This is an optimization exercise on Yosys and OpenROAD, whose aim is small area, not a production implementation.
Function was checked by simulation only, so behaviour that the tests miss may differ from the original.

// rifl_link
module rifl_link #
(
    parameter int GT_WIDTH = 64,
    parameter int USER_WIDTH = 64,
    parameter int FRAME_WIDTH = 64,
    parameter int FRAME_ID_WIDTH = 6,
    parameter int FRAME_FREQ = 161
)
(
    input logic clk,
    input logic rst,
    input logic [GT_WIDTH-1:0] gt_rx_data,
    output logic [GT_WIDTH-1:0] gt_tx_data,
    input logic [USER_WIDTH-1:0] s_axis_tdata,
    input logic [USER_WIDTH/8-1:0] s_axis_tkeep,
    input logic s_axis_tlast,
    input logic s_axis_tvalid,
    output logic s_axis_tready,
    output logic [USER_WIDTH-1:0] m_axis_tdata,
    output logic [USER_WIDTH/8-1:0] m_axis_tkeep,
    output logic m_axis_tlast,
    output logic m_axis_tvalid,
    input logic m_axis_tready,
    input logic compensate,
    output logic tx_state_init,
    output logic tx_state_send_pause,
    output logic tx_state_pause,
    output logic tx_state_send_retrans,
    output logic tx_state_retrans,
    output logic tx_state_normal,
    output logic rx_up,
    output logic rx_aligned,
    output logic rx_error,
    output logic rx_pause_request,
    output logic rx_retrans_request,
    output logic local_fc,
    output logic remote_fc
);
For scale: about 290 I/O pins, roughly 390000 µm² of cells after synthesis.
export LEC_CHECK = 0
export CAP_MARGIN = 40
export CORE_MARGIN = 2
export CORE_UTILIZATION = 35
export SETUP_SLACK_MARGIN = 0.2
export SLEW_MARGIN = 40
export SYNTH_MEMORY_MAX_BITS = 16384
create_clock -name core_clock -period 8.0 [get_ports {clk}]
standard.sh (not shown) runs the stock make flow with config.mk's settings and CLKGATE_MAP_FILE= SYNTH_SCRIPT=/design/flow/synth_recipe.tcl, a recipe that flattens the netlist after the stock synthesis.
==> flow/flow/run.sh <==
#!/bin/bash
# Layout flow: the standard layout (standard.sh) with three changes.
#  1. Synthesis maps the logic with an area-oriented ABC script
#     (flow/abc_area.script) in place of ORFS's delay-oriented one; everything
#     else in synth_recipe.tcl is unchanged, so the registers are the same.
#  2. Clock tree synthesis clusters up to 24 sinks within 80 um per leaf
#     buffer and inserts no dummy loads.
#  3. After global routing, antennas are repaired once more with a margin
#     (flow/grt_antenna.tcl), so that detailed routing leaves fewer of them,
#     and the repair after detailed routing may take up to 8 rounds.
# make's output, with every tool's log, goes to flow_make.log; ORFS keeps each
# step's log under orfs/logs/.
set -euo pipefail
W=$(pwd)
cat > "$W/flow_synth.tcl" <<EOT
proc abc {args} {
  set i [lsearch -exact \$args -script]
  if {\$i >= 0} { lset args [expr {\$i + 1}] {$W/flow/abc_area.script} }
  yosys abc {*}\$args
}
source {$W/synth_recipe.tcl}
EOT
sed "s#SYNTH_SCRIPT=[^ ]*#SYNTH_SCRIPT=$W/flow_synth.tcl#" standard.sh > flow_standard.sh
grep -q "SYNTH_SCRIPT=$W/flow_synth.tcl" flow_standard.sh
export CTS_ARGS="-sink_clustering_enable -repair_clock_nets -sink_clustering_size 24 -sink_clustering_max_diameter 80 -dont_use_dummy_load"
export POST_GLOBAL_ROUTE_TCL="$W/flow/grt_antenna.tcl"
export MAX_REPAIR_ANTENNAS_ITER_DRT=8
bash flow_standard.sh > flow_make.log 2>&1
==> flow/flow/abc_area.script <==
&get -n
&st
&dc2
&dch
&nf -R 1000
&put
==> flow/flow/grt_antenna.tcl <==
repair_antennas -ratio_margin 60 -iterations 5
check_placement -verbose
The baseline ran to the end with no violations.
Change:
--- a/flow/flow/run.sh
+++ b/flow/flow/run.sh
@@ -6 +6 @@
-#  2. Clock tree synthesis clusters up to 24 sinks within 80 um per leaf
+#  2. Clock tree synthesis clusters up to 22 sinks within 80 um per leaf
@@ -25 +25 @@
-export CTS_ARGS="-sink_clustering_enable -repair_clock_nets -sink_clustering_size 24 -sink_clustering_max_diameter 80 -dont_use_dummy_load"
+export CTS_ARGS="-sink_clustering_enable -repair_clock_nets -sink_clustering_size 22 -sink_clustering_max_diameter 80 -dont_use_dummy_load"
==> flow/flow/grt_antenna.tcl (replaced) <==
repair_antennas -ratio_margin 80 -iterations 5
check_placement -verbose
Settings changed: CORE_UTILIZATION 35 to 30.
=>
- global-route usage decreases by 3.3 points
- sequential share of layout area went down by 2.9 points
- critical path depth drops by 6
- routed wire length rose by 2.4%
- cell area grows by 3.9%
- first-iteration DRC count came out higher by 3.3%
- via count rose by 4.9%
Change:
--- a/flow/flow/run.sh
+++ b/flow/flow/run.sh
@@ -9,2 +9 @@
-#     (flow/grt_antenna.tcl), so that detailed routing leaves fewer of them,
-#     and the repair after detailed routing may take up to 8 rounds.
+#     (flow/grt_antenna.tcl), so that detailed routing leaves fewer of them.
@@ -27 +25,0 @@
-export MAX_REPAIR_ANTENNAS_ITER_DRT=8
==> flow/flow/grt_antenna.tcl (replaced) <==
repair_antennas -ratio_margin 40 -iterations 5
check_placement -verbose
Settings changed: CAP_MARGIN 40 to 20, SLEW_MARGIN 40 to 20.
Outcome: The changed run reached the layout checks and failed them: capacitance limit, slew limit; final cell count goes down by 13%; cell area goes down by 3.5%; global-route usage is about the same; non-clock buffer count goes down by 75.

port drivers added, routing unchanged:
The results above use ideal ports. As a check the final layouts listed here were re-extracted and re-timed, cells and wires unchanged.
Step 1 (the two cells are an assumption about what drives the block):
set clk [get_ports {clk}]
set_driving_cell -lib_cell sky130_fd_sc_hd__clkbuf_16 $clk
set_driving_cell -lib_cell sky130_fd_sc_hd__buf_2 [delete_from_list [all_inputs] $clk]
Step 2, shift: input delay + t, output delay - t, t = (earliest + latest rising clock arrival at the registers) / 2. This alone moves slack from input paths to output paths.
Three values: no drivers, after step 1, after step 2; two values: the first two.
run | t (ns) | setup WS [ns] | clock arrival spread, ns | worst data-port slew with drivers (ns)
the first run | 1.196 | 0.805 / 0.805 / 0.805 | 0.209 / 0.210 | 0.22
the second run | 1.214 | 0.553 / 0.553 / 0.553 | 0.220 / 0.220 | 0.16
the third run | 1.173 | 0.520 / 0.520 / 0.520 | 0.245 / 0.244 | 0.18
